Source: an optimization exercise on an open RTL-to-GDS flow (aim: small area and a short achievable clock period). Production flows keep margins and buffers that such runs may drop.
Function was checked by simulation only, so behaviour that the tests miss may differ from the original.
No driver is modelled on the clock port, so clocking that relies on it looks cheaper here than on a real chip.
No activity file was given, so power comes from the tool's default toggle rates.

`design/flow/design.v`:
```
module neuron_unit (
    input wire clk,
    input wire [31:0] inputs,
    input wire [31:0] weights,
    input wire [7:0] threshold,
    output reg out,
    output reg [5:0] popcount
);
    wire [31:0] x = ~(inputs ^ weights);
    wire n1;
    wire n2;
    wire n3;
    wire n4;
    wire n5;
    wire n6;
    wire n7;
    wire n8;
    wire n9;
    wire n10;
    wire n11;
    wire n12;
    wire n13;
    wire n14;
    wire n15;
    wire n16;
    wire n17;
    wire n18;
    wire n19;
    wire n20;
    wire n21;
    wire n22;
    wire n23;
    wire n24;
    wire n25;
    wire n26;
    wire n27;
    wire n28;
    wire n29;
    wire n30;
    wire n31;
    wire n32;
    wire n33;
    wire n34;
    wire n35;
    wire n36;
    wire n37;
    wire n38;
    wire n39;
    wire n40;
    wire n41;
    wire n42;
    wire n43;
    wire n44;
    wire n45;
    wire n46;
    wire n47;
    wire n48;
    wire n49;
    wire n50;
    wire n51;
    wire n52;
    wire n53;
    wire n54;
    wire n55;
    wire n56;
    wire n57;
    wire n58;
    wire n59;
    wire n60;
    wire n61;
    wire n62;
    wire n63;
    wire n64;
    wire n65;
    reg r_n21;
    reg r_n23;
    reg r_n25;
    reg r_n27;
    reg r_n8;
    reg r_n22;
    reg r_n24;
    reg r_n26;
    reg r_n28;
    reg r_n29;
    reg r_n31;
    reg r_n33;
    reg r_n30;
    reg r_n32;
    reg r_n34;
    reg [5:0] r_thr;
    fa_cell un1 (.a(x[0]), .b(x[10]), .c(x[11]), .s(n1), .co(n2));
    fa_cell un3 (.a(x[12]), .b(x[13]), .c(x[14]), .s(n3), .co(n4));
    fa_cell un5 (.a(x[15]), .b(x[16]), .c(x[17]), .s(n5), .co(n6));
    fa_cell un7 (.a(x[18]), .b(x[19]), .c(x[1]), .s(n7), .co(n8));
    fa_cell un9 (.a(x[20]), .b(x[21]), .c(x[22]), .s(n9), .co(n10));
    fa_cell un11 (.a(x[23]), .b(x[24]), .c(x[25]), .s(n11), .co(n12));
    fa_cell un13 (.a(x[26]), .b(x[27]), .c(x[28]), .s(n13), .co(n14));
    fa_cell un15 (.a(x[29]), .b(x[2]), .c(x[30]), .s(n15), .co(n16));
    fa_cell un17 (.a(x[31]), .b(x[3]), .c(x[4]), .s(n17), .co(n18));
    fa_cell un19 (.a(x[5]), .b(x[6]), .c(x[7]), .s(n19), .co(n20));
    fa_cell un21 (.a(x[8]), .b(x[9]), .c(n1), .s(n21), .co(n22));
    fa_cell un23 (.a(n11), .b(n13), .c(n15), .s(n23), .co(n24));
    fa_cell un25 (.a(n17), .b(n19), .c(n3), .s(n25), .co(n26));
    fa_cell un27 (.a(n5), .b(n7), .c(n9), .s(n27), .co(n28));
    fa_cell un29 (.a(n10), .b(n12), .c(n14), .s(n29), .co(n30));
    fa_cell un31 (.a(n16), .b(n18), .c(n2), .s(n31), .co(n32));
    fa_cell un33 (.a(n20), .b(n4), .c(n6), .s(n33), .co(n34));
    always @(posedge clk) begin
        r_n21 <= n21;
        r_n23 <= n23;
        r_n25 <= n25;
        r_n27 <= n27;
        r_n8 <= n8;
        r_n22 <= n22;
        r_n24 <= n24;
        r_n26 <= n26;
        r_n28 <= n28;
        r_n29 <= n29;
        r_n31 <= n31;
        r_n33 <= n33;
        r_n30 <= n30;
        r_n32 <= n32;
        r_n34 <= n34;
        r_thr <= {threshold[5:3] | {3{|threshold[7:6]}}, threshold[2:0]};
    end
    fa_cell un35 (.a(r_n21), .b(r_n23), .c(r_n25), .s(n35), .co(n36));
    ha_cell un37 (.a(n35), .b(r_n27), .s(n37), .co(n38));
    fa_cell un39 (.a(r_n8), .b(r_n22), .c(r_n24), .s(n39), .co(n40));
    fa_cell un41 (.a(r_n26), .b(r_n28), .c(r_n29), .s(n41), .co(n42));
    fa_cell un43 (.a(r_n31), .b(r_n33), .c(n36), .s(n43), .co(n44));
    fa_cell un45 (.a(n39), .b(n41), .c(n38), .s(n45), .co(n46));
    ha_cell un47 (.a(n43), .b(n45), .s(n47), .co(n48));
    fa_cell un49 (.a(r_n30), .b(r_n32), .c(r_n34), .s(n49), .co(n50));
    fa_cell un51 (.a(n40), .b(n42), .c(n49), .s(n51), .co(n52));
    fa_cell un53 (.a(n44), .b(n51), .c(n46), .s(n53), .co(n54));
    ha_cell un55 (.a(n48), .b(n53), .s(n55), .co(n56));
    fa_cell un57 (.a(n50), .b(n52), .c(n54), .s(n57), .co(n58));
    ha_cell un59 (.a(n57), .b(n56), .s(n59), .co(n60));
    ha_cell un61 (.a(n58), .b(n60), .s(n61), .co(n62));
    assign n63 = n37 | ~r_thr[0];
    maj_cell un64 (.a(n47), .b(~r_thr[1]), .c(n63), .y(n64));
    maj_cell un65 (.a(n55), .b(~r_thr[2]), .c(n64), .y(n65));
    wire G1 = n50 | n52 | n54;
    wire G2 = (n50 & n52) | (n50 & n54) | (n52 & n54);
    wire G3 = n50 & n52 & n54;
    wire [2:0] th = r_thr[5:3];
    wire ok = 1'b1;
    wire A0 = ok & ((th == 3'd0 & G1) | (th == 3'd1 & G2) | (th == 3'd2 & G3));
    wire A1 = ok & ((th == 3'd0) | (th == 3'd1 & G1) | (th == 3'd2 & G2) | (th == 3'd3 & G3));
    wire A2 = ok & ((th <= 3'd1) | (th == 3'd2 & G1) | (th == 3'd3 & G2) | (th == 3'd4 & G3));
    wire fire;
    sel_cell usel (.a0(A0), .a1(A1), .a2(A2), .d(n56), .l(n65), .y(fire));
    wire [5:0] p = {n62, n61, n59, n55, n47, n37};
    always @(posedge clk) begin
        out <= fire;
        popcount <= p;
    end
endmodule
module fa_cell (input wire a, input wire b, input wire c, output wire s, output wire co);
    assign s = a ^ b ^ c;
    assign co = (a & b) | (a & c) | (b & c);
endmodule
module ha_cell (input wire a, input wire b, output wire s, output wire co);
    assign s = a ^ b;
    assign co = a & b;
endmodule
module maj_cell (input wire a, input wire b, input wire c, output wire y);
    assign y = (a & b) | (a & c) | (b & c);
endmodule
module sel_cell (input wire a0, input wire a1, input wire a2, input wire d, input wire l, output wire y);
    assign y = a0 | (a1 & (d | l)) | (a2 & d & l);
endmodule
module bnn_layer #(
    parameter N = 32,
    parameter NEURONS = 16
)(
    input wire clk,
    input wire rst,
    input wire valid_in,
    input wire [N-1:0] input_vector,
    input wire [NEURONS*N-1:0] weights_flat,
    input wire [8*NEURONS-1:0] thresholds_flat,
    output wire [NEURONS-1:0] output_vector,
    output wire valid_out,
    output wire [8*NEURONS-1:0] debug_popcounts
);
    genvar i;
    generate
        for (i = 0; i < NEURONS; i = i + 1) begin : neuron_array
            wire [5:0] pc;
            neuron_unit neuron_inst (
                .clk(clk),
                .inputs(input_vector),
                .weights(weights_flat[32*i +: 32]),
                .threshold(thresholds_flat[8*i +: 8]),
                .out(output_vector[i]),
                .popcount(pc)
            );
            assign debug_popcounts[8*i +: 8] = {2'b00, pc};
        end
    endgenerate
    reg [1:0] vld;
    always @(posedge clk or posedge rst) begin
        if (rst) vld <= 2'd0;
        else vld <= {vld[0], valid_in};
    end
    assign valid_out = vld[1];
endmodule
```
`design/flow/flow/run.sh`:
```
#!/bin/bash
# Own layout flow: the standard flow (standard synthesis unchanged), with
#  - port buffers made from the smallest buffer cell instead of the resizer's default,
#  - input_vector port buffers (16 loads each) enlarged after repair_design,
#  - timing repair aimed below the clock period (SETUP_SLACK_MARGIN).
# Each tool's output goes to the ORFS logs under orfs/logs; make's output to flow_standard.log.
set -euo pipefail
export BUFFER_PORTS_ARGS="-buffer_cell sky130_fd_sc_hd__buf_1"
export SETUP_SLACK_MARGIN=5.9
export FLOW_INBUF_CELL=sky130_fd_sc_hd__buf_8
export POST_RESIZE_TCL="$PWD/flow/post_resize.tcl"
bash standard.sh finish > flow_standard.log 2>&1 || { tail -50 flow_standard.log; exit 1; }
tail -5 flow_standard.log
```
`design/flow/constraint.sdc`:
```
create_clock -name core_clock -period 9.0 [get_ports {clk}]
set_input_delay 1.8000 -clock core_clock [delete_from_list [all_inputs] [get_ports {clk}]]
set_output_delay 1.8000 -clock core_clock [all_outputs]
set_load 0.01 [all_outputs]
```
`design/flow/config.mk`:
```
export PLATFORM = sky130hd
export DESIGN_NAME = bnn_layer
export DESIGN_NICKNAME = bnn_layer
export VERILOG_FILES = /design/flow/design.v
export SDC_FILE = /design/flow/constraint.sdc
export NUM_CORES = 4
export LEC_CHECK = 0
export CAP_MARGIN = 20
export CORE_AREA = 2 2 243 243
export CTS_CLUSTER_DIAMETER = 100
export CTS_CLUSTER_SIZE = 20
export DIE_AREA = 0 0 245 245
export SLEW_MARGIN = 20
export SYNTH_HIERARCHICAL = 1
export SYNTH_MINIMUM_KEEP_SIZE = 0
```
`design/flow/flow/post_resize.tcl`:
```
# Drive each input_vector bit (16 loads spread over the layout) with larger
# buffers than repair_design picks: every buffer between the port and the
# loads is resized. The port itself is an ideal driver.
set n 0
set block [ord::get_db_block]
foreach port [get_ports input_vector*] {
  set nets [list [[$block findBTerm [get_full_name $port]] getNet]]
  while { [llength $nets] } {
    set net [lindex $nets 0]
    set nets [lrange $nets 1 end]
    foreach it [$net getITerms] {
      if { ![$it isInputSignal] } { continue }
      set inst [$it getInst]
      if { [string match "sky130_fd_sc_hd__*buf_*" [[$inst getMaster] getName]] } {
        replace_cell [get_cells [$inst getName]] $::env(FLOW_INBUF_CELL)
        incr n
        foreach ot [$inst getITerms] {
          if { [$ot isOutputSignal] && [$ot getNet] ne "NULL" } { lappend nets [$ot getNet] }
        }
      }
    }
  }
}
puts "post_resize: resized $n input_vector buffers to $::env(FLOW_INBUF_CELL)"
```
`design/flow/standard.sh`:
```
#!/bin/bash
# synth_recipe.tcl (not shown) runs the flow's synth.tcl, then flattens the netlist and writes it again
# the make line also repeats each setting of config.mk as NAME=value (left out here)
make -C /OpenROAD-flow-scripts/flow DESIGN_CONFIG=/design/flow/config.mk WORK_HOME=/design/flow/orfs CLKGATE_MAP_FILE= SYNTH_SCRIPT=/design/flow/synth_recipe.tcl "${@:-finish}"
```
==> flow_metrics.env, run 1 <==
export IMPL_outcome="timing/DRC/antenna clean"
export IMPL_path_buf_inv=1
export IMPL_startpoint_type="register"
export IMPL_timing_critical_path_arrival_ns=1.25
export IMPL_fin_worst_skew_ns=0.0224
export IMPL_path_delay_family="flip-flops"
export IMPL_dp_cells=3475
export IMPL_drive_above_1_share_pct=4.41
export IMPL_worstMarginPinSlew_ns=0.596
export IMPL_clock_sinks=450
export IMPL_clock_latency_ns=0.60
export IMPL_timing_critical_path_fanout_max=1
export IMPL_critical_path_class="reg2out"
export IMPL_remaining_drc_errors=0
export IMPL_setup_viol_count_final=0
export IMPL_fin_crit_ns=3.05
export IMPL_first_global_vias=20100
export IMPL_ys_warn_count=8
export IMPL_filler_cell_count=5060
export IMPL_detail_route_iter0_violations=982
export IMPL_floorplan_initialDensity_pct=45.2
export IMPL_synthesized_instance_count=1924
export IMPL_io_buffers=787
export IMPL_setup_worst_path_end_class="primary output"
export IMPL_final_std_cells_w_o_fill=3528
export IMPL_synth_ff_type="sky130_fd_sc_hd__dfxtp_1"
export IMPL_worst_slew_margin_rel_pct=60.0
export IMPL_cts_resized=2
export IMPL_final_hold_worst_slack_ns=0.358
export IMPL_total_i_o_pin_count=820
export IMPL_timing_final_max_slew_violations=0
export IMPL_viasPerCell=5.20
export IMPL_post_cts_setup_buffers=0
export IMPL_core_rowCount=88
export IMPL_min_path_type="reg2reg"
export IMPL_cp_max_stage_cell="sky130_fd_sc_hd__dfxtp_1"
export IMPL_htree_num_levels=1
export IMPL_dieHeight_um=245
export IMPL_antenna_found_initial=27
export IMPL_fmax_ghz=0.328
export IMPL_finalNetCount=3910
export IMPL_cts_inserted_buffers=27
export IMPL_synth_async_sr_flop_share_pct=0.444
export IMPL_routed_wirelength_um=94600
export IMPL_yosysMostFrequentCell="sky130_fd_sc_hd__xnor2_1"
export IMPL_detail_route_first_pass_iterations=5
export IMPL_synth_cells_most_frequent="sky130_fd_sc_hd__xnor2_1 (512), sky130_fd_sc_hd__dfxtp_1 (448), sky130_fd_sc_hd__fa_1 (416)"
export IMPL_netlist_area_um2=26000
export IMPL_number_of_library_cell_types_mapped_by_synthesis=26
export IMPL_finalHoldViolCount=0
export IMPL_maximum_clock_path_buffer_count=3
export IMPL_synthDominantCellAreaShare_pct=34.5
export IMPL_drtAntennaViolNets=0
export IMPL_gp_congestion=0.962
export IMPL_vdd_drop_max_mv=0.296
export IMPL_fin_crit_sh_pct=33.9
export IMPL_cts_tree="done"
export IMPL_path_cells="buf_1"
export IMPL_critPathMaxStageDelay_ns=0.47
export IMPL_setup_repair_after_global_routing_missed_its_margin="no"
export IMPL_post_drt_wl_per_cell_um=26.8
export IMPL_ctsHoldBuffers=0
export IMPL_layout_area_overhead_vs_synth_pct=19.0
export IMPL_p_leak_nw=11.3
export IMPL_dp_hpwl_um=75200
export IMPL_setup_tns_ns=0
export IMPL_pin_count_of_the_biggest_net_entering_global_routing=21
export IMPL_dieArea_um2=60000
export IMPL_globalRouteTotalUtil_pct=31.2
export IMPL_synthTopCellsByArea="sky130_fd_sc_hd__dfxtp_1 (34%), sky130_fd_sc_hd__fa_1 (32%), sky130_fd_sc_hd__xnor2_1 (17%), sky130_fd_sc_hd__ha_1 (3.8%), sky130_fd_sc_hd__maj3_2 (1.4%)"
export IMPL_die_width_um=245
export IMPL_cts_root_buf="sky130_fd_sc_hd__clkbuf_16"
export IMPL_ys_ff_latch=450
export IMPL_cap_viol_max_count=0
export IMPL_synthDominantAreaCellType="sky130_fd_sc_hd__dfxtp_1"
export IMPL_worst_endpoint_required_ns=7.20
export IMPL_number_of_synthesized_flops_with_an_enable_pin=0
export IMPL_overflow=0
export IMPL_dr_vias=18300
export IMPL_grt_first_pass_wirelength_um=132000
export IMPL_core_region_area_um2=57600
export IMPL_power_per_cell_area_nw_per_um2=384
export IMPL_cts_clk_slew_worst_paths_ns=0.09
export IMPL_finalPower_mw=11.9
export IMPL_syn_avg_cell_area_um2=13.5
export IMPL_seq_area_frac_synth_pct=34.7
==> modules after synthesis (local to each module, per instance) <==
module,cells,times used,flip-flops and latches
fa_cell,1,416,0
neuron_unit,83,16,28
bnn_layer,36,1,2
sel_cell,2,16,0
ha_cell,1,80,0
maj_cell,1,32,0
==> final timing paths <==
| kind | startpoint | end | slack [ns] | cells past startpoint |
|---|---|---|---|---|
| worst max-delay path | neuron_array[9].neuron_inst.popcount[0]$_DFF_P_ | debug_popcounts[72] | 5.95 | 1 |
| worst min-delay path | vld[0]$_DFF_PP0_ | vld[1]$_DFF_PP0_ | 0.36 | 0 |
| worst max register to register | neuron_array[4].neuron_inst.r_n21$_DFF_P_ | neuron_array[4].neuron_inst.popcount[4]$_DFF_P_ | 6.00 | 7 |
| worst min register to register | vld[0]$_DFF_PP0_ | vld[1]$_DFF_PP0_ | 0.36 | 0 |
| max in group asynchronous | rst | vld[0]$_DFF_PP0_ | 7.86 | 2 |
| min in group asynchronous | rst | vld[1]$_DFF_PP0_ | 1.03 | 2 |
==> area by class of cell <==
| class | count | area [um2] | share of cell area [%] |
|---|---|---|---|
| multi-input combinational | 1424 | 16700 | 54.0 |
| sequential | 450 | 9020 | 29.1 |
| timing repair buffer | 787 | 3320 | 10.7 |
| tap | 765 | 957 | 3.09 |
| clock buffer | 28 | 689 | 2.23 |
| inverter | 49 | 184 | 0.594 |
| antenna | 22 | 55.1 | 0.178 |
| clock inverter | 3 | 32.5 | 0.105 |
==> logic make-up (layout without fill, tap and decap cells) <==
logic type | count (synthesis) | after routing | share of synthesized area, %
buf+inv | 81 | 867 | 1.63
compound gates | 224 | 224 | 6.54
fa+ha+maj | 528 | 528 | 37.2
other cells | 1 | 54 | 0.0144
simple gates | 128 | 128 | 2.69
xor+xnor | 512 | 512 | 17.2
flops | 450 | 450 | 34.7
==> layer usage <==
layer  GRT usage [%]  vias up  share of wire (%)
li1                -     7898                  -
met1            38.0     9356                 38
met2            53.6      850                 50
met3            6.24      222                7.3
met4            14.0       14                5.1
met5               0        -              0.097
==> flip-flops by register name, indices dropped and copies added (netlist names), 16 cells and up <==
register	cells
neuron_array.neuron_inst.r_n8	16
neuron_array.neuron_inst.r_n30	16
neuron_array.neuron_inst.r_n31	16
neuron_array.neuron_inst.r_n24	16
neuron_array.neuron_inst.r_n27	16
neuron_array.neuron_inst.r_n26	16
neuron_array.neuron_inst.r_n25	16
neuron_array.neuron_inst.r_n22	16
neuron_array.neuron_inst.r_thr	96
neuron_array.neuron_inst.r_n21	16
neuron_array.neuron_inst.r_n29	16
neuron_array.neuron_inst.r_n28	16
neuron_array.neuron_inst.r_n32	16
neuron_array.neuron_inst.r_n34	16
neuron_array.neuron_inst.r_n23	16
neuron_array.neuron_inst.out	16
neuron_array.neuron_inst.r_n33	16
neuron_array.neuron_inst.popcount	96
==> placed cells by master (no fill, tap or decap), drive strengths merged <==
cell	netlist	routed
buf	32	787
xnor2	512	512
dfxtp	448	448
fa	416	416
ha	80	80
inv	49	51
or3	48	48
conb	1	32
nand2	32	32
o21bai	32	32
a21o	32	32
maj3	32	32
a21oi	32	32
clkbuf	0	28
diode	0	22
nand2b	16	16
a21boi	16	16
a211o	16	16
a31oi	16	16
o21a	16	16
nor3	16	16
o21ai	16	16
o2111ai	16	16
o41ai	16	16
and2	16	16
a221o	16	16
dfrtp	2	2
clkinv	0	1
==> power by group <==
part	switching (mW)	internal [mW]	total, mW
Combinational	3.97	3.40	7.38
Sequential	0.382	2.88	3.26
Clock	0.702	0.550	1.25
==> through the flow <==
step           utilization (%)  worst slack, ns  area, um2
2_1_floorplan                -             5.96      26100
3_3_place_gp              51.8             4.87      29800
3_5_place_dp              52.4             5.51      30200
4_1_cts                   53.7             5.91      30900
5_1_grt                   53.8             5.90      31000
6_report                  53.8             5.95      31000
==> run 2: changes to the inputs <==
--- a/design/flow/config.mk
+++ b/design/flow/config.mk
@@ -7,7 +7,7 @@
 export LEC_CHECK = 0
 export CAP_MARGIN = 20
 export CORE_AREA = 2 2 243 243
-export CTS_CLUSTER_DIAMETER = 100
+export CTS_CLUSTER_DIAMETER = 250
 export CTS_CLUSTER_SIZE = 20
 export DIE_AREA = 0 0 245 245
 export SLEW_MARGIN = 20
==> run 2 against run 1 <==
Against the previous run: still clean; clock power down 3%; sequential power is essentially flat; sequential share of layout area barely moved; utilization decreased by 0.063 points; fmax increased by 0.20%.
==> flow_metrics.env, run 2 <==
export IMPL_outcome="timing/DRC/antenna clean"
export IMPL_layout_cells_most_common_list="sky130_fd_sc_hd__buf_1 (753), sky130_fd_sc_hd__xnor2_1 (512), sky130_fd_sc_hd__dfxtp_1 (448), sky130_fd_sc_hd__fa_1 (408), sky130_fd_sc_hd__ha_1 (80)"
export IMPL_synthDominantAreaCellType="sky130_fd_sc_hd__dfxtp_1"
export IMPL_clock_sinks=450
export IMPL_dieHeight_um=245
export IMPL_number_of_synthesized_flops_with_an_enable_pin=0
export IMPL_first_global_vias=20100
export IMPL_post_cts_setup_buffers=0
export IMPL_core_rowCount=88
export IMPL_main_combinational_cell_family_by_area_after_synthesis="adder cells"
export IMPL_antenna_found_initial=27
export IMPL_synthTopCellsByArea="sky130_fd_sc_hd__dfxtp_1 (34%), sky130_fd_sc_hd__fa_1 (32%), sky130_fd_sc_hd__xnor2_1 (17%), sky130_fd_sc_hd__ha_1 (3.8%), sky130_fd_sc_hd__maj3_2 (1.4%)"
export IMPL_worstMarginPinSlew_ns=0.548
export IMPL_critical_path_class="reg2out"
export IMPL_placedInstanceArea_um2=30200
export IMPL_synthesized_instance_count=1924
export IMPL_synthDominantCellAreaShare_pct=34.5
export IMPL_cts_root_buf="sky130_fd_sc_hd__clkbuf_16"
export IMPL_cts_tree="done"
export IMPL_globalRouteTotalUtil_pct=31.2
export IMPL_cts_clk_slew_worst_paths_ns=0.09
export IMPL_pin_count_of_the_biggest_net_entering_global_routing=22
export IMPL_vdd_drop_max_mv=0.303
export IMPL_ys_warn_count=8
export IMPL_overflow=0
export IMPL_synth_ff_type="sky130_fd_sc_hd__dfxtp_1"
export IMPL_dp_hpwl_um=75200
export IMPL_timing_critical_path_arrival_ns=1.24
export IMPL_layout_area_overhead_vs_synth_pct=18.9
export IMPL_setup_repair_after_global_routing_missed_its_margin="no"
export IMPL_critPathMaxStageDelay_ns=0.43
export IMPL_timing_final_max_slew_violations=0
export IMPL_gp_congestion=0.962
export IMPL_synth_simple_gate_area_share_pct=2.69
export IMPL_htree_num_levels=1
export IMPL_fmax_ghz=0.329
export IMPL_fin_crit_sh_pct=33.8
export IMPL_fin_crit_ns=3.04
export IMPL_path_cells="buf_1"
export IMPL_core_region_area_um2=57600
export IMPL_timing_critical_path_fanout_max=1
export IMPL_ys_ff_latch=450
export IMPL_stdcell_area_um2=30900
export IMPL_remaining_drc_errors=0
export IMPL_maximum_clock_path_buffer_count=3
export IMPL_die_width_um=245
export IMPL_power_per_cell_area_nw_per_um2=384
export IMPL_seq_area_frac_synth_pct=34.7
export IMPL_cts_inserted_buffers=26
export IMPL_clock_latency_ns=0.59
export IMPL_netlist_area_um2=26000
export IMPL_routed_wirelength_um=94500
export IMPL_floorplan_initialDensity_pct=45.2
export IMPL_cap_viol_max_count=0
export IMPL_synth_cells_most_frequent="sky130_fd_sc_hd__xnor2_1 (512), sky130_fd_sc_hd__dfxtp_1 (448), sky130_fd_sc_hd__fa_1 (416)"
export IMPL_setup_worst_path_end_class="primary output"
export IMPL_path_delay_family="flip-flops"
export IMPL_drtAntennaViolNets=0
export IMPL_post_synth_fa_ha_maj_area_fraction_pct=37.2
export IMPL_fin_worst_skew_ns=0.0170
export IMPL_finalHoldViolCount=0
export IMPL_timing_final_ws_setup_ns=5.96
export IMPL_io_buffers=787
export IMPL_syn_avg_cell_area_um2=13.5
export IMPL_detail_route_iter0_violations=1105
export IMPL_post_drt_wl_per_cell_um=26.8
export IMPL_yosysMostFrequentCell="sky130_fd_sc_hd__xnor2_1"
export IMPL_grt_first_pass_wirelength_um=132000
export IMPL_biggest_registers_after_layout="neuron_array.neuron_inst.popcount: 96 flops, neuron_array.neuron_inst.r_thr: 96 flops"
export IMPL_cp_max_stage_cell="sky130_fd_sc_hd__dfxtp_1"
export IMPL_synth_async_sr_flop_share_pct=0.444
export IMPL_worst_slew_margin_rel_pct=63.2
export IMPL_worst_endpoint_required_ns=7.20
export IMPL_fraction_of_the_core_area_covered_by_cells_at_the_end_of_the_flow_pct=53.7
export IMPL_p_leak_nw=11.3
export IMPL_number_of_library_cell_types_mapped_by_synthesis=26
export IMPL_dr_vias=18400
export IMPL_setup_tns_ns=0
export IMPL_path_buf_inv=1
export IMPL_total_i_o_pin_count=820
export IMPL_min_path_type="reg2reg"
export IMPL_most_frequent_standard_cell_in_the_layout_excluding_fill_and_tap_cells="sky130_fd_sc_hd__buf_1"
export IMPL_startpoint_type="register"
export IMPL_setup_viol_count_final=0
export IMPL_synthesized_area_fraction_occupied_by_ao_oa_aoi_and_oai_cells_pct=6.54
export IMPL_detail_route_first_pass_iterations=5
export IMPL_drive_above_1_share_pct=4.31
export IMPL_finalNetCount=3909
export IMPL_dp_slack_ns=5.51
export IMPL_viasPerCell=5.22
export IMPL_multiplexer_area_fraction_after_synthesis_pct=0
export IMPL_dieArea_um2=60000
export IMPL_post_synth_xor_area_fraction_pct=17.2
-- run 2: cell counts after synthesis --
Identical to the previous run, type by type.
-- run 2: cells by family (layout without fill, tap and decap cells) --
logic type | after synthesis | count (layout)
compound gates | 224 | 224
xor+xnor | 512 | 512
fa+ha+maj | 528 | 528
buf+inv | 81 | 865
flops | 450 | 450
other cells | 1 | 52
simple gates | 128 | 128
-- run 2: modules after synthesis (local to each module, per instance) --
module       times used  flops+latches  cell area (um2)
bnn_layer             1              2              298
ha_cell              80              0             12.5
neuron_unit          16             28              985
sel_cell             16              0             17.5
maj_cell             32              0             11.3
fa_cell             416              0             20.0
-- run 2: what timing repair did --
action                     4_1_cts  5_1_grt
setup endpoints to repair        1       11
hold buffers                     0        0
resized for setup                1        9
-- run 2: per-layer routing --
metal	GRT usage, %	wire length, um	vias up
li1	-	-	7888
met5	0	112	-
met4	14.2	4890	18
met1	38.0	36000	9414
met3	6.32	7000	232
met2	53.3	46500	858
-- run 2: report_power, final --
part	internal (mW)	total, mW	switching (mW)	leakage, nW
Combinational	3.41	7.40	3.99	7.19
Clock	0.536	1.21	0.678	0.340
Sequential	2.88	3.26	0.384	3.78
Total	6.82	11.9	5.05	11.3
-- run 2: cell type report --
class / instances / area, um2
Clock inverter: 1 / 11.3
Fill cell: 5073 / 26700
Antenna cell: 20 / 50.0
Timing Repair Buffer: 787 / 3320
Multi-Input combinational cell: 1424 / 16700
Inverter: 49 / 184
Sequential cell: 450 / 9020
Tap cell: 765 / 957
Clock buffer: 28 / 679
-- run 2: final timing paths --
| kind | start | endpoint | slack (ns) | cells past startpoint |
|---|---|---|---|---|
| min reg2reg | vld[0]$_DFF_PP0_ | vld[1]$_DFF_PP0_ | 0.36 | 0 |
| max reg2reg | neuron_array[11].neuron_inst.r_n21$_DFF_P_ | neuron_array[11].neuron_inst.popcount[4]$_DFF_P_ | 5.99 | 7 |
| min | vld[0]$_DFF_PP0_ | vld[1]$_DFF_PP0_ | 0.36 | 0 |
| max in group asynchronous | rst | vld[1]$_DFF_PP0_ | 7.85 | 2 |
| min in group asynchronous | rst | vld[0]$_DFF_PP0_ | 1.04 | 2 |
| max | neuron_array[1].neuron_inst.popcount[3]$_DFF_P_ | debug_popcounts[11] | 5.96 | 1 |
-- run 2: per-stage QoR --
stage	hold slack [ns]	cells	power [mW]
finish	0.358	3524	11.9
global placement	0.345	3475	10.4
floorplan	0.331	1955	8.17
global route	0.384	3520	13.0
CTS	0.359	3504	11.9
detailed placement	0.340	3475	10.6
==> run 3: changes to the inputs <==
--- a/design/flow/config.mk
+++ b/design/flow/config.mk
@@ -7,7 +7,7 @@
 export LEC_CHECK = 0
 export CAP_MARGIN = 20
 export CORE_AREA = 2 2 243 243
-export CTS_CLUSTER_DIAMETER = 250
+export CTS_CLUSTER_DIAMETER = 150
 export CTS_CLUSTER_SIZE = 20
 export DIE_AREA = 0 0 245 245
 export SLEW_MARGIN = 20
==> run 3 against run 2 <==
Against the previous run: still clean; global-route usage unchanged; final area unchanged; via count did not move; die area is the same; largest power group unchanged.
==> flow_metrics.env, run 3 <==
export IMPL_finalNetCount=3909
export IMPL_drtAntennaViolNets=0
export IMPL_synthDominantAreaCellType="sky130_fd_sc_hd__dfxtp_1"
export IMPL_total_i_o_pin_count=820
export IMPL_critical_path_reg2reg_endpoint="neuron_array[11].neuron_inst.popcount[4]$_DFF_P_"
export IMPL_fraction_of_the_core_area_covered_by_cells_at_the_end_of_the_flow_pct=53.7
export IMPL_cts_root_buf="sky130_fd_sc_hd__clkbuf_16"
export IMPL_cts_tree="done"
export IMPL_routed_wirelength_um=94500
export IMPL_p_leak_nw=11.3
export IMPL_post_cts_setup_buffers=0
export IMPL_cells_on_worst_reg2reg_path=7
export IMPL_maximum_clock_path_buffer_count=3
export IMPL_path_buf_inv=1
export IMPL_core_rowCount=88
export IMPL_setup_viol_count_final=0
export IMPL_clock_latency_ns=0.59
export IMPL_cp_max_stage_cell="sky130_fd_sc_hd__dfxtp_1"
export IMPL_detail_route_iter0_violations=1105
export IMPL_synthTopCellsByArea="sky130_fd_sc_hd__dfxtp_1 (34%), sky130_fd_sc_hd__fa_1 (32%), sky130_fd_sc_hd__xnor2_1 (17%), sky130_fd_sc_hd__ha_1 (3.8%), sky130_fd_sc_hd__maj3_2 (1.4%)"
export IMPL_timing_hold_worst_path_depth=0
export IMPL_ctsHoldBuffers=0
export IMPL_first_global_vias=20100
export IMPL_synthesized_instance_count=1924
export IMPL_ys_ff_latch=450
export IMPL_vdd_drop_max_mv=0.303
export IMPL_path_cells="buf_1"
export IMPL_path_delay_family="flip-flops"
export IMPL_biggest_registers_after_layout="neuron_array.neuron_inst.popcount: 96 flops, neuron_array.neuron_inst.r_thr: 96 flops"
export IMPL_yosysMostFrequentCell="sky130_fd_sc_hd__xnor2_1"
export IMPL_io_buffers=787
export IMPL_globalRouteTotalUtil_pct=31.2
export IMPL_grt_first_pass_wirelength_um=132000
export IMPL_die_width_um=245
export IMPL_ys_warn_count=8
export IMPL_floorplan_initialDensity_pct=45.2
export IMPL_gp_congestion=0.962
export IMPL_setup_worst_path_end_class="primary output"
export IMPL_remaining_drc_errors=0
export IMPL_finalHoldViolCount=0
export IMPL_setup_reg_to_reg_worst_slack_ns=5.99
export IMPL_worstMarginPinSlew_ns=0.548
export IMPL_dp_hpwl_um=75200
export IMPL_hold_start="vld[0]$_DFF_PP0_"
export IMPL_fin_crit_ns=3.04
export IMPL_setup_repair_after_global_routing_missed_its_margin="no"
export IMPL_filler_cell_count=5073
export IMPL_viasPerCell=5.22
export IMPL_worst_endpoint_required_ns=7.20
export IMPL_outcome="timing/DRC/antenna clean"
export IMPL_critPathMaxStageDelay_ns=0.43
export IMPL_clock_sinks=450
export IMPL_detail_route_first_pass_iterations=5
export IMPL_synth_cells_most_frequent="sky130_fd_sc_hd__xnor2_1 (512), sky130_fd_sc_hd__dfxtp_1 (448), sky130_fd_sc_hd__fa_1 (416)"
export IMPL_dr_vias=18400
export IMPL_dieHeight_um=245
export IMPL_regToRegStartpoint="neuron_array[11].neuron_inst.r_n21$_DFF_P_"
export IMPL_worst_slew_margin_rel_pct=63.2
export IMPL_cts_clk_slew_worst_paths_ns=0.09
export IMPL_fin_crit_sh_pct=33.8
export IMPL_htree_num_levels=1
export IMPL_setup_tns_ns=0
export IMPL_synth_ff_type="sky130_fd_sc_hd__dfxtp_1"
export IMPL_timing_critical_path_arrival_ns=1.24
export IMPL_cts_inserted_buffers=26
export IMPL_synth_async_sr_flop_share_pct=0.444
export IMPL_worstHoldEndpoint="vld[1]$_DFF_PP0_"
export IMPL_min_path_type="reg2reg"
export IMPL_cap_viol_max_count=0
export IMPL_fin_worst_skew_ns=0.0170
export IMPL_post_drt_wl_per_cell_um=26.8
export IMPL_number_of_library_cell_types_mapped_by_synthesis=26
export IMPL_drive_above_1_share_pct=4.31
export IMPL_most_frequent_standard_cell_in_the_layout_excluding_fill_and_tap_cells="sky130_fd_sc_hd__buf_1"
export IMPL_dieArea_um2=60000
export IMPL_layout_area_overhead_vs_synth_pct=18.9
export IMPL_layout_cells_most_common_list="sky130_fd_sc_hd__buf_1 (753), sky130_fd_sc_hd__xnor2_1 (512), sky130_fd_sc_hd__dfxtp_1 (448), sky130_fd_sc_hd__fa_1 (408), sky130_fd_sc_hd__ha_1 (80)"
export IMPL_core_region_area_um2=57600
export IMPL_seq_area_frac_synth_pct=34.7
export IMPL_antenna_found_initial=27
export IMPL_power_per_cell_area_nw_per_um2=384
export IMPL_timing_critical_path_fanout_max=1
export IMPL_pin_count_of_the_biggest_net_entering_global_routing=22
export IMPL_syn_avg_cell_area_um2=13.5
export IMPL_timing_final_max_slew_violations=0
export IMPL_overflow=0
export IMPL_fmax_ghz=0.329
export IMPL_synthDominantCellAreaShare_pct=34.5
export IMPL_netlist_area_um2=26000
export IMPL_critical_path_class="reg2out"
export IMPL_startpoint_type="register"
export IMPL_number_of_synthesized_flops_with_an_enable_pin=0
## run 3: cell counts after synthesis
No cell type changed its count.
## run 3: how the worst max path moves through the flow
stage                                                     from                                              end  slack [ns]  cells after the start
2_1_floorplan                                 weights_flat[24]        neuron_array[0].neuron_inst.r_n23$_DFF_P_        5.96                      3
3_3_place_gp                                   input_vector[3]       neuron_array[13].neuron_inst.r_n25$_DFF_P_        4.87                      4
3_5_place_dp                                   input_vector[3]       neuron_array[12].neuron_inst.r_n25$_DFF_P_        5.51                      4
4_1_cts        neuron_array[1].neuron_inst.popcount[1]$_DFF_P_                               debug_popcounts[9]        5.91                      1
5_1_grt              neuron_array[9].neuron_inst.r_n23$_DFF_P_  neuron_array[9].neuron_inst.popcount[4]$_DFF_P_        5.91                      7
6_report       neuron_array[1].neuron_inst.popcount[3]$_DFF_P_                              debug_popcounts[11]        5.96                      1
## run 3: what timing repair did
item                       CTS  global route
setup endpoints to repair    1            11
gates cloned                 0             0
gates resized for setup      1             9
## run 3: logic make-up after synthesis
| logic type | Yosys count | share of synthesized area, % |
|---|---|---|
| buffers and inverters | 81 | 1.63 |
| other | 1 | 0.0144 |
| AOI/OAI and AO/OA | 224 | 6.54 |
| DFF | 450 | 34.7 |
| and+or+nand+nor | 128 | 2.69 |
| adders and majority gates | 528 | 37.2 |
| xor gates and xnor gates | 512 | 17.2 |
## run 3: cell type report
| cell class | count | area, um2 | area share, % |
|---|---|---|---|
| antenna | 20 | 50.0 | 0.162 |
| clock buffer | 28 | 679 | 2.20 |
| clock inverter | 1 | 11.3 | 0.0364 |
| inverter | 49 | 184 | 0.595 |
| multi-input combinational | 1424 | 16700 | 54.0 |
| sequential | 450 | 9020 | 29.2 |
| tap | 765 | 957 | 3.09 |
| timing repair buffer | 787 | 3320 | 10.7 |
## run 3: layer usage
| metal | share of wire (%) | vias up | track usage, % | wire [um] |
|---|---|---|---|---|
| li1 | - | 7888 | - | - |
| met1 | 38 | 9414 | 38.0 | 36000 |
| met3 | 7.4 | 232 | 6.32 | 7000 |
| met5 | 0.12 | - | 0 | 112 |
| met4 | 5.2 | 18 | 14.2 | 4890 |
| met2 | 49 | 858 | 53.3 | 46500 |
## run 3: per-module statistics from Yosys (local to each module, per instance)
module | flops+latches | copies in the design | cells inside
neuron_unit | 28 | 16 | 83
fa_cell | 0 | 416 | 1
maj_cell | 0 | 32 | 1
ha_cell | 0 | 80 | 1
sel_cell | 0 | 16 | 2
bnn_layer | 2 | 1 | 36
## run 3: power by group
group	total [mW]	internal [mW]	switching, mW
logic	7.40	3.41	3.99
clock network	1.21	0.536	0.678
registers	3.26	2.88	0.384
## run 3: through the flow
stage | setup slack (ns) | hold slack (ns) | total power, mW | instances | instance area [um2]
4_1_cts | 5.91 | 0.359 | 11.9 | 3504 | 30900
3_5_place_dp | 5.51 | 0.340 | 10.6 | 3475 | 30200
6_report | 5.96 | 0.358 | 11.9 | 3524 | 30900
5_1_grt | 5.91 | 0.384 | 13.0 | 3520 | 30900
3_3_place_gp | 4.87 | 0.345 | 10.4 | 3475 | 29800
2_1_floorplan | 5.96 | 0.331 | 8.17 | 1955 | 26100
==> run 4: changes to the inputs <==
--- a/design/flow/config.mk
+++ b/design/flow/config.mk
@@ -8,7 +8,7 @@
 export CAP_MARGIN = 20
 export CORE_AREA = 2 2 243 243
 export CTS_CLUSTER_DIAMETER = 150
-export CTS_CLUSTER_SIZE = 20
+export CTS_CLUSTER_SIZE = 24
 export DIE_AREA = 0 0 245 245
 export SLEW_MARGIN = 20
 export SYNTH_HIERARCHICAL = 1
==> run 4 against run 3 <==
Against the previous run: power fell by 0.91%; via count down 0.68%; critical path depth unchanged; die area stayed put; critical path type unchanged; area after synthesis stayed put; cell count hardly changed; worst setup slack worse by 0.0043 ns; flip-flop and latch count unchanged; hold slack barely moved; wire length fell by 0.15%.
==> flow_metrics.env, run 4 <==
export IMPL_ys_warn_count=8
export IMPL_worst_endpoint_required_ns=7.20
export IMPL_number_of_synthesized_flops_with_an_enable_pin=0
export IMPL_timing_critical_path_arrival_ns=1.25
export IMPL_dieHeight_um=245
export IMPL_critical_path_class="reg2out"
export IMPL_p_leak_nw=11.3
export IMPL_layout_area_overhead_vs_synth_pct=18.5
export IMPL_detail_route_iter0_violations=1061
export IMPL_ctsHoldBuffers=0
export IMPL_layout_cells_most_common_list="sky130_fd_sc_hd__buf_1 (753), sky130_fd_sc_hd__xnor2_1 (512), sky130_fd_sc_hd__dfxtp_1 (448), sky130_fd_sc_hd__fa_1 (408), sky130_fd_sc_hd__ha_1 (80)"
export IMPL_cts_inserted_buffers=22
export IMPL_outcome="timing/DRC/antenna clean"
export IMPL_cts_tree="done"
export IMPL_setup_repair_after_global_routing_missed_its_margin="no"
export IMPL_post_drt_wl_per_cell_um=26.8
export IMPL_routed_wirelength_um=94400
export IMPL_syn_avg_cell_area_um2=13.5
export IMPL_htree_num_levels=1
export IMPL_timing_final_max_slew_violations=0
export IMPL_clock_latency_ns=0.58
export IMPL_placedInstanceArea_um2=30200
export IMPL_routedLengthMet1_um=35800
export IMPL_maximum_clock_path_buffer_count=3
export IMPL_synth_ff_type="sky130_fd_sc_hd__dfxtp_1"
export IMPL_pin_count_of_the_biggest_net_entering_global_routing=26
export IMPL_stdcell_area_um2=30800
export IMPL_synth_cells_most_frequent="sky130_fd_sc_hd__xnor2_1 (512), sky130_fd_sc_hd__dfxtp_1 (448), sky130_fd_sc_hd__fa_1 (416)"
export IMPL_synthesized_instance_count=1924
export IMPL_met2WireLength_um=46500
export IMPL_floorplan_initialDensity_pct=45.2
export IMPL_synthDominantCellAreaShare_pct=34.5
export IMPL_io_buffers=787
export IMPL_cts_root_buf="sky130_fd_sc_hd__clkbuf_16"
export IMPL_core_rowCount=88
export IMPL_power_per_cell_area_nw_per_um2=381
export IMPL_drtAntennaViolNets=0
export IMPL_fmax_ghz=0.328
export IMPL_min_path_type="reg2reg"
export IMPL_total_i_o_pin_count=820
export IMPL_timing_final_ws_setup_ns=5.95
export IMPL_yosysMostFrequentCell="sky130_fd_sc_hd__xnor2_1"
export IMPL_fin_worst_skew_ns=0.0196
export IMPL_highest_signal_layer="met5"
export IMPL_fin_crit_sh_pct=33.9
export IMPL_globalRouteTotalUtil_pct=31.1
export IMPL_dr_vias=18300
export IMPL_gp_congestion=0.962
export IMPL_cp_max_stage_cell="sky130_fd_sc_hd__dfxtp_1"
export IMPL_detail_route_first_pass_iterations=5
export IMPL_path_buf_inv=1
export IMPL_number_of_library_cell_types_mapped_by_synthesis=26
export IMPL_cap_viol_max_count=0
export IMPL_timing_critical_path_fanout_max=1
export IMPL_core_region_area_um2=57600
export IMPL_startpoint_type="register"
export IMPL_ys_ff_latch=450
export IMPL_grt_first_pass_wirelength_um=132000
export IMPL_finalHoldViolCount=0
export IMPL_biggest_registers_after_layout="neuron_array.neuron_inst.popcount: 96 flops, neuron_array.neuron_inst.r_thr: 96 flops"
export IMPL_dp_hpwl_um=75200
export IMPL_first_global_vias=20000
export IMPL_path_cells="buf_1"
export IMPL_dp_slack_ns=5.51
export IMPL_synthDominantAreaCellType="sky130_fd_sc_hd__dfxtp_1"
export IMPL_post_cts_setup_buffers=0
export IMPL_setup_tns_ns=0
export IMPL_most_frequent_standard_cell_in_the_layout_excluding_fill_and_tap_cells="sky130_fd_sc_hd__buf_1"
export IMPL_setup_worst_path_end_class="primary output"
export IMPL_synthTopCellsByArea="sky130_fd_sc_hd__dfxtp_1 (34%), sky130_fd_sc_hd__fa_1 (32%), sky130_fd_sc_hd__xnor2_1 (17%), sky130_fd_sc_hd__ha_1 (3.8%), sky130_fd_sc_hd__maj3_2 (1.4%)"
export IMPL_clock_sinks=450
export IMPL_path_delay_family="flip-flops"
export IMPL_worst_slew_margin_rel_pct=61.6
export IMPL_vdd_drop_max_mv=0.325
export IMPL_antenna_found_initial=29
export IMPL_drive_above_1_share_pct=4.17
export IMPL_viasPerCell=5.19
export IMPL_seq_area_frac_synth_pct=34.7
export IMPL_detailroute_wirelength_met3_um=7150
export IMPL_cts_clk_slew_worst_paths_ns=0.10
export IMPL_setup_viol_count_final=0
export IMPL_finalNetCount=3905
export IMPL_die_width_um=245
export IMPL_worstMarginPinSlew_ns=0.571
export IMPL_critPathMaxStageDelay_ns=0.42
export IMPL_netlist_area_um2=26000
export IMPL_fin_crit_ns=3.05
export IMPL_remaining_drc_errors=0
export IMPL_overflow=0
export IMPL_synth_async_sr_flop_share_pct=0.444
export IMPL_dieArea_um2=60000
## run 4: changes by cell type in the layout (fill, tap and decap cells not counted)
cell,delta
sky130_fd_sc_hd__clkbuf_16,-4
sky130_fd_sc_hd__diode_2,+1
sky130_fd_sc_hd__clkinv_4,+1
sky130_fd_sc_hd__inv_8,-1
## run 4: logic make-up (layout without fill, tap and decap cells)
| family | count (synthesis) | after routing | synth area share, % |
|---|---|---|---|
| AO/OA/AOI/OAI | 224 | 224 | 6.54 |
| XOR/XNOR | 512 | 512 | 17.2 |
| adder cells (fa/ha/maj) | 528 | 528 | 37.2 |
| buffers and inverters | 81 | 861 | 1.63 |
| flip-flops | 450 | 450 | 34.7 |
| other | 1 | 53 | 0.0144 |
| AND/OR/NAND/NOR | 128 | 128 | 2.69 |
## run 4: layer usage
layer / vias up / global-route usage [%]
li1: 7875 / -
met1: 9318 / 38.0
met2: 843 / 53.0
met3: 230 / 6.10
met4: 18 / 14.9
met5: - / 0
## run 4: metrics by stage
step	hold WS, ns	util [%]	cells	total power [mW]
after CTS	0.363	53.4	3500	11.8
after global placement	0.345	51.8	3475	10.4
after global routing	0.387	53.5	3516	12.9
final	0.358	53.5	3521	11.8
after floorplan	0.331	-	1955	8.17
after detailed placement	0.340	52.4	3475	10.6
## run 4: repair_timing
item / 4_1_cts / 5_1_grt
pin swaps: 0 / 0
setup endpoints to repair: 1 / 12
resized for setup: 1 / 9
endpoints found under the hold margin: 0 / 0
## run 4: final timing paths
path	from	end	slack [ns]	cells after the start
worst max-delay path	neuron_array[1].neuron_inst.popcount[2]$_DFF_P_	debug_popcounts[10]	5.95	1
worst min-delay path	vld[0]$_DFF_PP0_	vld[1]$_DFF_PP0_	0.36	0
worst max register to register	neuron_array[11].neuron_inst.r_n21$_DFF_P_	neuron_array[11].neuron_inst.popcount[4]$_DFF_P_	5.99	7
worst min register to register	vld[0]$_DFF_PP0_	vld[1]$_DFF_PP0_	0.36	0
max in group asynchronous	rst	vld[0]$_DFF_PP0_	7.85	2
min in group asynchronous	rst	vld[1]$_DFF_PP0_	1.04	2
## run 4: Yosys stat by module, one instance, submodules excluded
module | flip-flops and latches | copies in the design | cells inside | cell area, um2
sel_cell | 0 | 16 | 2 | 17.5
ha_cell | 0 | 80 | 1 | 12.5
neuron_unit | 28 | 16 | 83 | 985
bnn_layer | 2 | 1 | 36 | 298
fa_cell | 0 | 416 | 1 | 20.0
maj_cell | 0 | 32 | 1 | 11.3
## run 4: final cells by class
class	instances	area, um2
antenna	21	52.6
clock buffer	24	579
clock inverter	1	8.76
fill	5096	26800
inverter	49	184
multi-input combinational	1424	16700
sequential	450	9020
tap	765	957
timing repair buffer	787	3320
## run 4: power by group
part / total, mW / internal, mW / switching (mW)
logic: 7.38 / 3.40 / 3.98
registers: 3.26 / 2.87 / 0.383
clock network: 1.12 / 0.461 / 0.661
total: 11.8 / 6.74 / 5.02
## run 4: worst register-to-register path, delay by kind of cell, from the launching register on
kind                       cells  cell delay [ns]
DFF                            1             0.34
adders and majority gates      7             2.56
==> run 5: changes to the inputs <==
--- a/design/flow/config.mk
+++ b/design/flow/config.mk
@@ -8,7 +8,7 @@
 export CAP_MARGIN = 20
 export CORE_AREA = 2 2 243 243
 export CTS_CLUSTER_DIAMETER = 150
-export CTS_CLUSTER_SIZE = 24
+export CTS_CLUSTER_SIZE = 28
 export DIE_AREA = 0 0 245 245
 export SLEW_MARGIN = 20
 export SYNTH_HIERARCHICAL = 1
==> run 5 against run 4 <==
Against the previous run: combinational power about the same; synthesized cell count unchanged; via count up 0.42%; utilization down 0.056 points; wire length up 0.17%; still clean; fmax down 0.47%; flip-flop and latch count unchanged; power about the same.
==> flow_metrics.env, run 5 <==
export IMPL_synthDominantAreaCellType="sky130_fd_sc_hd__dfxtp_1"
export IMPL_power_per_cell_area_nw_per_um2=382
export IMPL_drive_above_1_share_pct=4.10
export IMPL_min_path_type="reg2reg"
export IMPL_timing_critical_path_fanout_max=1
export IMPL_ys_ff_latch=450
export IMPL_regToRegStartpoint="neuron_array[4].neuron_inst.r_n21$_DFF_P_"
export IMPL_synth_async_sr_flop_share_pct=0.444
export IMPL_ctsHoldBuffers=0
export IMPL_synth_cells_most_frequent="sky130_fd_sc_hd__xnor2_1 (512), sky130_fd_sc_hd__dfxtp_1 (448), sky130_fd_sc_hd__fa_1 (416)"
export IMPL_detail_route_iter0_violations=1109
export IMPL_maximum_clock_path_buffer_count=3
export IMPL_synth_ff_type="sky130_fd_sc_hd__dfxtp_1"
export IMPL_syn_avg_cell_area_um2=13.5
export IMPL_biggest_registers_after_layout="neuron_array.neuron_inst.popcount: 96 flops, neuron_array.neuron_inst.r_thr: 96 flops"
export IMPL_detail_route_first_pass_iterations=5
export IMPL_cells_on_worst_reg2reg_path=7
export IMPL_setup_repair_after_global_routing_missed_its_margin="no"
export IMPL_core_rowCount=88
export IMPL_path_buf_inv=1
export IMPL_cts_clk_slew_worst_paths_ns=0.11
export IMPL_routed_wirelength_um=94600
export IMPL_setup_viol_count_final=0
export IMPL_number_of_library_cell_types_mapped_by_synthesis=26
export IMPL_critical_path_class="reg2out"
export IMPL_crit_path_start="neuron_array[1].neuron_inst.popcount[1]$_DFF_P_"
export IMPL_grt_first_pass_wirelength_um=132000
export IMPL_setup_reg_to_reg_worst_slack_ns=5.99
export IMPL_seq_area_frac_synth_pct=34.7
export IMPL_first_global_vias=20100
export IMPL_overflow=0
export IMPL_setup_tns_ns=0
export IMPL_synthesized_instance_count=1924
export IMPL_total_i_o_pin_count=820
export IMPL_synthDominantCellAreaShare_pct=34.5
export IMPL_pin_count_of_the_biggest_net_entering_global_routing=30
export IMPL_remaining_drc_errors=0
export IMPL_synthTopCellsByArea="sky130_fd_sc_hd__dfxtp_1 (34%), sky130_fd_sc_hd__fa_1 (32%), sky130_fd_sc_hd__xnor2_1 (17%), sky130_fd_sc_hd__ha_1 (3.8%), sky130_fd_sc_hd__maj3_2 (1.4%)"
export IMPL_post_cts_setup_buffers=0
export IMPL_dp_hpwl_um=75200
export IMPL_clock_latency_ns=0.57
export IMPL_dr_vias=18400
export IMPL_worst_slew_margin_rel_pct=62.8
export IMPL_worst_path_stages=1
export IMPL_htree_num_levels=1
export IMPL_worstMarginPinSlew_ns=0.553
export IMPL_drtAntennaViolNets=0
export IMPL_post_drt_wl_per_cell_um=26.9
export IMPL_cp_max_stage_cell="sky130_fd_sc_hd__buf_1"
export IMPL_layout_cells_most_common_list="sky130_fd_sc_hd__buf_1 (754), sky130_fd_sc_hd__xnor2_1 (512), sky130_fd_sc_hd__dfxtp_1 (448), sky130_fd_sc_hd__fa_1 (407), sky130_fd_sc_hd__ha_1 (80)"
export IMPL_dieHeight_um=245
export IMPL_outcome="timing/DRC/antenna clean"
export IMPL_critPathMaxStageDelay_ns=0.36
export IMPL_cts_root_buf="sky130_fd_sc_hd__clkbuf_16"
export IMPL_clock_sinks=450
export IMPL_floorplan_initialDensity_pct=45.2
export IMPL_placedInstanceArea_um2=30200
export IMPL_fin_crit_ns=3.06
export IMPL_yosysMostFrequentCell="sky130_fd_sc_hd__xnor2_1"
export IMPL_die_width_um=245
export IMPL_layout_area_overhead_vs_synth_pct=18.4
export IMPL_io_buffers=787
export IMPL_core_region_area_um2=57600
export IMPL_most_frequent_standard_cell_in_the_layout_excluding_fill_and_tap_cells="sky130_fd_sc_hd__buf_1"
export IMPL_stdcell_area_um2=30800
export IMPL_worst_endpoint_required_ns=7.20
export IMPL_viasPerCell=5.22
export IMPL_timing_critical_path_arrival_ns=1.26
export IMPL_crit_path_end="debug_popcounts[9]"
export IMPL_setup_worst_path_end_class="primary output"
export IMPL_vdd_drop_max_mv=0.295
export IMPL_cts_inserted_buffers=20
export IMPL_fmax_ghz=0.327
export IMPL_finalNetCount=3903
export IMPL_critical_path_reg2reg_endpoint="neuron_array[4].neuron_inst.popcount[4]$_DFF_P_"
export IMPL_finalHoldViolCount=0
export IMPL_cts_tree="done"
export IMPL_p_leak_nw=11.2
export IMPL_fin_crit_sh_pct=34.0
export IMPL_startpoint_type="register"
export IMPL_antenna_found_initial=28
export IMPL_path_cells="buf_1"
export IMPL_number_of_synthesized_flops_with_an_enable_pin=0
export IMPL_cap_viol_max_count=0
export IMPL_dieArea_um2=60000
export IMPL_hold_start="vld[0]$_DFF_PP0_"
export IMPL_ys_warn_count=8
export IMPL_fin_worst_skew_ns=0.0339
export IMPL_timing_final_max_slew_violations=0
export IMPL_globalRouteTotalUtil_pct=31.2
export IMPL_netlist_area_um2=26000
export IMPL_gp_congestion=0.962
export IMPL_path_delay_family="buffers and inverters"
run 5: final cells by class:
cell class / count / area [um2]
Sequential cell: 450 / 9020
Fill cell: 5090 / 26800
Clock buffer: 22 / 529
Inverter: 49 / 184
Multi-Input combinational cell: 1424 / 16700
Tap cell: 765 / 957
Antenna cell: 19 / 47.5
Timing Repair Buffer: 787 / 3320
Clock inverter: 1 / 30.0
run 5: worst min-delay path by stage:
stage | slack (ns) | cells after the start | endpoint
2_1_floorplan | 0.33 | 0 | vld[1]$_DFF_PP0_
3_3_place_gp | 0.35 | 0 | vld[1]$_DFF_PP0_
3_5_place_dp | 0.34 | 0 | vld[1]$_DFF_PP0_
4_1_cts | 0.37 | 0 | vld[1]$_DFF_PP0_
5_1_grt | 0.39 | 0 | vld[1]$_DFF_PP0_
6_report | 0.36 | 0 | vld[1]$_DFF_PP0_
run 5: cells by family (layout without fill, tap and decap cells):
group                    count (synthesis)  count (layout)  synth area share [%]
AND/OR/NAND/NOR                        128             128                  2.69
flip-flops                             450             450                  34.7
buffers and inverters                   81             859                  1.63
AO/OA/AOI/OAI                          224             224                  6.54
adder cells (fa/ha/maj)                528             528                  37.2
XOR/XNOR                               512             512                  17.2
other                                    1              51                0.0144
run 5: timing repair:
item                                    CTS  global route
gates resized for setup                   1             9
gates cloned                              0             0
endpoints found under the setup margin    1            11
run 5: where the power goes:
part | internal [mW] | switching (mW)
combinational | 3.42 | 3.99
clock | 0.429 | 0.661
sequential | 2.87 | 0.386
run 5: per-module statistics from Yosys, one instance, submodules excluded:
module,cell area (um2),cells,flops+latches,times used
bnn_layer,298,36,2,1
fa_cell,20.0,1,0,416
ha_cell,12.5,1,0,80
maj_cell,11.3,1,0,32
neuron_unit,985,83,28,16
sel_cell,17.5,2,0,16
run 5: metrics by stage:
stage               hold slack (ns)  setup WS (ns)  instances  utilization (%)  power, mW
floorplan                     0.331           5.96       1955                -       8.17
global placement              0.345           4.87       3475             51.8       10.4
detailed placement            0.340           5.51       3475             52.4       10.6
CTS                           0.365           5.92       3498             53.4       11.8
global route                  0.390           5.91       3513             53.5       12.9
finish                        0.363           5.94       3517             53.5       11.8
run 5: worst register-to-register path: stages, from the launching register on:
cell                      delay (ns)
sky130_fd_sc_hd__dfxtp_1        0.37
sky130_fd_sc_hd__fa_1           0.51
sky130_fd_sc_hd__ha_1           0.22
sky130_fd_sc_hd__fa_1           0.38
sky130_fd_sc_hd__fa_1           0.49
sky130_fd_sc_hd__fa_1           0.48
sky130_fd_sc_hd__ha_1           0.21
sky130_fd_sc_hd__ha_1           0.26
run 5: routing by layer:
layer	vias up	part of all wire, %	wire [um]	global-route usage (%)
met2	852	49	46600	53.3
li1	7860	-	-	-
met3	236	7.4	7010	6.33
met4	20	5.1	4870	14.0
met5	-	0.15	143	0
met1	9392	38	35900	38.0
==> run 6: changes to the inputs <==
--- a/design/flow/flow/run.sh
+++ b/design/flow/flow/run.sh
@@ -6,7 +6,7 @@
 # Each tool's output goes to the ORFS logs under orfs/logs; make's output to flow_standard.log.
 set -euo pipefail
 export BUFFER_PORTS_ARGS="-buffer_cell sky130_fd_sc_hd__buf_1"
-export SETUP_SLACK_MARGIN=5.9
+export SETUP_SLACK_MARGIN=6.0
 export FLOW_INBUF_CELL=sky130_fd_sc_hd__buf_8
 export POST_RESIZE_TCL="$PWD/flow/post_resize.tcl"
 bash standard.sh finish > flow_standard.log 2>&1 || { tail -50 flow_standard.log; exit 1; }
--- a/design/flow/config.mk
+++ b/design/flow/config.mk
@@ -8,7 +8,7 @@
 export CAP_MARGIN = 20
 export CORE_AREA = 2 2 243 243
 export CTS_CLUSTER_DIAMETER = 150
-export CTS_CLUSTER_SIZE = 28
+export CTS_CLUSTER_SIZE = 24
 export DIE_AREA = 0 0 245 245
 export SLEW_MARGIN = 20
 export SYNTH_HIERARCHICAL = 1
==> run 6 against run 5 <==
Against the previous run: still clean; power up 6.6%; die area unchanged; register-to-register slack better by 0.02 ns; cell count is 0.80% higher; area after synthesis stayed put; critical path depth up 4; combinational power is about 10% higher; critical endpoint is now neuron_array[15].neuron_inst.r_n25$_DFF_P_.
==> flow_metrics.env, run 6 <==
export IMPL_fin_worst_skew_ns=0.0242
export IMPL_netlist_area_um2=26000
export IMPL_gp_congestion=0.952
export IMPL_drive_above_1_share_pct=12.6
export IMPL_layout_cells_most_common_list="sky130_fd_sc_hd__buf_1 (753), sky130_fd_sc_hd__dfxtp_1 (442), sky130_fd_sc_hd__fa_1 (391), sky130_fd_sc_hd__xnor2_1 (321), sky130_fd_sc_hd__xnor2_2 (97)"
export IMPL_worst_slew_margin_rel_pct=63.8
export IMPL_outcome="timing/DRC/antenna clean"
export IMPL_most_frequent_standard_cell_in_the_layout_excluding_fill_and_tap_cells="sky130_fd_sc_hd__buf_1"
export IMPL_dieHeight_um=245
export IMPL_synthDominantCellAreaShare_pct=34.5
export IMPL_worstMarginPinSlew_ns=0.543
export IMPL_number_of_library_cell_types_mapped_by_synthesis=26
export IMPL_routed_wirelength_um=96700
export IMPL_cts_root_buf="sky130_fd_sc_hd__clkbuf_16"
export IMPL_critical_path_class="in2reg"
export IMPL_p_leak_nw=12.5
export IMPL_seq_area_frac_synth_pct=34.7
export IMPL_cts_clk_slew_worst_paths_ns=0.10
export IMPL_cts_tree="done"
export IMPL_final_hold_worst_slack_ns=0.375
export IMPL_min_path_type="reg2reg"
export IMPL_startpoint_type="input port"
export IMPL_ys_warn_count=8
export IMPL_stdcell_area_um2=33600
export IMPL_final_std_cells_w_o_fill=3545
export IMPL_core_region_area_um2=57600
export IMPL_dp_cells=3483
export IMPL_overflow=0
export IMPL_timing_critical_path_fanout_max=16
export IMPL_synth_ff_type="sky130_fd_sc_hd__dfxtp_1"
export IMPL_io_buffers=787
export IMPL_finalHoldViolCount=0
export IMPL_main_combinational_cell_family_by_area_after_synthesis="adder cells"
export IMPL_cts_inserted_buffers=22
export IMPL_detail_route_iter0_violations=968
export IMPL_finalNetCount=3913
export IMPL_timing_critical_path_arrival_ns=3.45
export IMPL_synth_cells_most_frequent="sky130_fd_sc_hd__xnor2_1 (512), sky130_fd_sc_hd__dfxtp_1 (448), sky130_fd_sc_hd__fa_1 (416)"
export IMPL_detail_route_first_pass_iterations=8
export IMPL_globalRouteTotalUtil_pct=32.1
export IMPL_pin_count_of_the_biggest_net_entering_global_routing=26
export IMPL_antenna_found_initial=44
export IMPL_biggest_registers_after_layout="neuron_array.neuron_inst.popcount: 96 flops, neuron_array.neuron_inst.r_thr: 96 flops"
export IMPL_fmax_ghz=0.333
export IMPL_cap_viol_max_count=0
export IMPL_ctsHoldBuffers=0
export IMPL_layout_area_overhead_vs_synth_pct=29.3
export IMPL_floorplan_initialDensity_pct=45.2
export IMPL_synthTopCellsByArea="sky130_fd_sc_hd__dfxtp_1 (34%), sky130_fd_sc_hd__fa_1 (32%), sky130_fd_sc_hd__xnor2_1 (17%), sky130_fd_sc_hd__ha_1 (3.8%), sky130_fd_sc_hd__maj3_2 (1.4%)"
export IMPL_yosysMostFrequentCell="sky130_fd_sc_hd__xnor2_1"
export IMPL_remaining_drc_errors=0
export IMPL_syn_avg_cell_area_um2=13.5
export IMPL_clock_latency_ns=0.58
export IMPL_number_of_synthesized_flops_with_an_enable_pin=0
export IMPL_setup_tns_ns=0
export IMPL_placedInstanceArea_um2=32800
export IMPL_timing_final_max_slew_violations=0
export IMPL_setup_repair_after_global_routing_missed_its_margin="yes"
export IMPL_synthDominantAreaCellType="sky130_fd_sc_hd__dfxtp_1"
export IMPL_post_synth_xor_area_fraction_pct=17.2
export IMPL_drtAntennaViolNets=0
export IMPL_clock_sinks=450
export IMPL_fin_crit_sh_pct=33.3
export IMPL_synth_simple_gate_area_share_pct=2.69
export IMPL_post_synth_fa_ha_maj_area_fraction_pct=37.2
export IMPL_core_rowCount=88
export IMPL_worst_endpoint_required_ns=9.45
export IMPL_synthesized_instance_count=1924
export IMPL_grt_first_pass_wirelength_um=134000
export IMPL_htree_num_levels=1
export IMPL_dr_vias=18300
export IMPL_post_drt_wl_per_cell_um=27.3
export IMPL_vdd_drop_max_mv=0.306
export IMPL_multiplexer_area_fraction_after_synthesis_pct=0
export IMPL_setup_worst_path_end_class="register"
export IMPL_power_per_cell_area_nw_per_um2=373
export IMPL_dieArea_um2=60000
export IMPL_die_width_um=245
export IMPL_total_i_o_pin_count=820
export IMPL_dp_hpwl_um=77400
export IMPL_synth_async_sr_flop_share_pct=0.444
export IMPL_ys_ff_latch=450
export IMPL_first_global_vias=20000
export IMPL_fin_crit_ns=3.00
export IMPL_maximum_clock_path_buffer_count=3
export IMPL_setup_viol_count_final=0
export IMPL_finalPower_mw=12.5
export IMPL_synthesized_area_fraction_occupied_by_ao_oa_aoi_and_oai_cells_pct=6.54
export IMPL_viasPerCell=5.17
-- run 6: area by class of cell --
class                           instances  area (um2)
Sequential cell                       450        9030
Clock inverter                          1        8.76
Fill cell                            4829       24000
Antenna cell                           36        90.1
Clock buffer                           25         583
Tap cell                              765         957
Timing Repair Buffer                  795        3460
Multi-Input combinational cell       1424       19300
Inverter                               49         184
-- run 6: repair_timing --
| action | in CTS | in global routing |
|---|---|---|
| cloned | 0 | 0 |
| buffers inserted | 0 | 0 |
| pin swaps | 2 | 4 |
| endpoints found under the setup margin | 12 | 45 |
| hold endpoints to repair | 0 | 0 |
| gates resized for setup | 11 | 42 |
-- run 6: metrics by stage --
step / util [%] / setup WS [ns]
final: 58.4 / 6.00
after global routing: 58.4 / 5.96
after CTS: 58.0 / 5.98
after detailed placement: 56.9 / 5.32
after global placement: 56.3 / 4.97
after floorplan: - / 5.97
-- run 6: layer usage --
layer / GRT usage, % / part of all wire, %
met1: 39.8 / 38
met2: 55.3 / 50
met3: 5.61 / 6.7
met4: 13.7 / 4.7
met5: 0 / 0.18
-- run 6: final timing paths --
path                                                           start                                          to  slack (ns)  depth (start not counted)
max                                                 input_vector[13]  neuron_array[15].neuron_inst.r_n25$_DFF_P_        6.00                          5
min                                                 vld[0]$_DFF_PP0_                            vld[1]$_DFF_PP0_        0.38                          0
max reg2reg                neuron_array[5].neuron_inst.r_n21$_DFF_P_     neuron_array[5].neuron_inst.out$_DFF_P_        6.01                          7
min reg2reg                                         vld[0]$_DFF_PP0_                            vld[1]$_DFF_PP0_        0.38                          0
max in group asynchronous                                        rst                            vld[1]$_DFF_PP0_        7.86                          2
min in group asynchronous                                        rst                            vld[0]$_DFF_PP0_        1.02                          2
-- run 6: kinds of logic (layout without fill, tap and decap cells) --
| family | count (synthesis) | count (layout) |
|---|---|---|
| fa+ha+maj | 528 | 528 |
| xor+xnor | 512 | 512 |
| flops | 450 | 450 |
| compound gates | 224 | 224 |
| simple gates | 128 | 128 |
| buf+inv | 81 | 870 |
| other cells | 1 | 68 |
-- run 6: worst max-delay path: stages --
cell and delay, ns:
sky130_fd_sc_hd__buf_8 0.07, sky130_fd_sc_hd__buf_8 0.32, sky130_fd_sc_hd__xnor2_2 0.11, sky130_fd_sc_hd__fa_1 0.65
sky130_fd_sc_hd__fa_1 0.46
-- run 6: Yosys stat by module, one instance, submodules excluded --
module       cells inside  flip-flops and latches
ha_cell                 1                       0
maj_cell                1                       0
fa_cell                 1                       0
bnn_layer              36                       2
sel_cell                2                       0
neuron_unit            83                      28
-- run 6: where the power goes --
| part | switching [mW] | internal (mW) | total, mW |
|---|---|---|---|
| Clock | 0.673 | 0.463 | 1.14 |
| Combinational | 4.32 | 3.83 | 8.15 |
| Sequential | 0.375 | 2.88 | 3.25 |
| Total | 5.37 | 7.17 | 12.5 |

-- static timing again, ports no longer ideal --
In the flow no input, the clock included, has a driving cell. The finished layouts below were timed again as built, in two steps.
Step 1 (the two cells are an assumption about what drives the block):
set clk [get_ports {clk}]
set_driving_cell -lib_cell sky130_fd_sc_hd__clkbuf_16 $clk
set_driving_cell -lib_cell sky130_fd_sc_hd__buf_2 [delete_from_list [all_inputs] $clk]
Step 2 times the ports against the registers' clock, not the clock port: input delays grow and output delays shrink by t, the midpoint of the rising clock arrivals with the driver on.
a / b / c = ideal ports / drivers / drivers and shift; a / b = the first two.
| run | t (ns) | slack for setup (ns) | worst setup path after step 2 | clock arrival spread, ns | worst data-port slew with drivers (ns) |
|---|---|---|---|---|---|
| run 1 | 0.647 | 5.952 / 5.887 / 5.483 | input to register | 0.031 / 0.032 | 0.12 |
| run 2 | 0.642 | 5.958 / 5.895 / 5.486 | input to register | 0.023 / 0.024 | 0.13 |
| run 3 | 0.642 | 5.958 / 5.895 / 5.486 | input to register | 0.023 / 0.024 | 0.13 |
| run 4 | 0.633 | 5.953 / 5.887 / 5.485 | input to register | 0.024 / 0.024 | 0.12 |
| run 5 | 0.617 | 5.939 / 5.875 / 5.504 | input to register | 0.043 / 0.043 | 0.11 |
| run 6 | 0.635 | 5.999 / 5.967 / 5.376 | input to register | 0.024 / 0.025 | 0.16 |
After both steps every run listed still meets setup and hold. The setup slack of run 6, which loses most, moves by -0.032 ns with the drivers and by -0.623 ns with both steps.
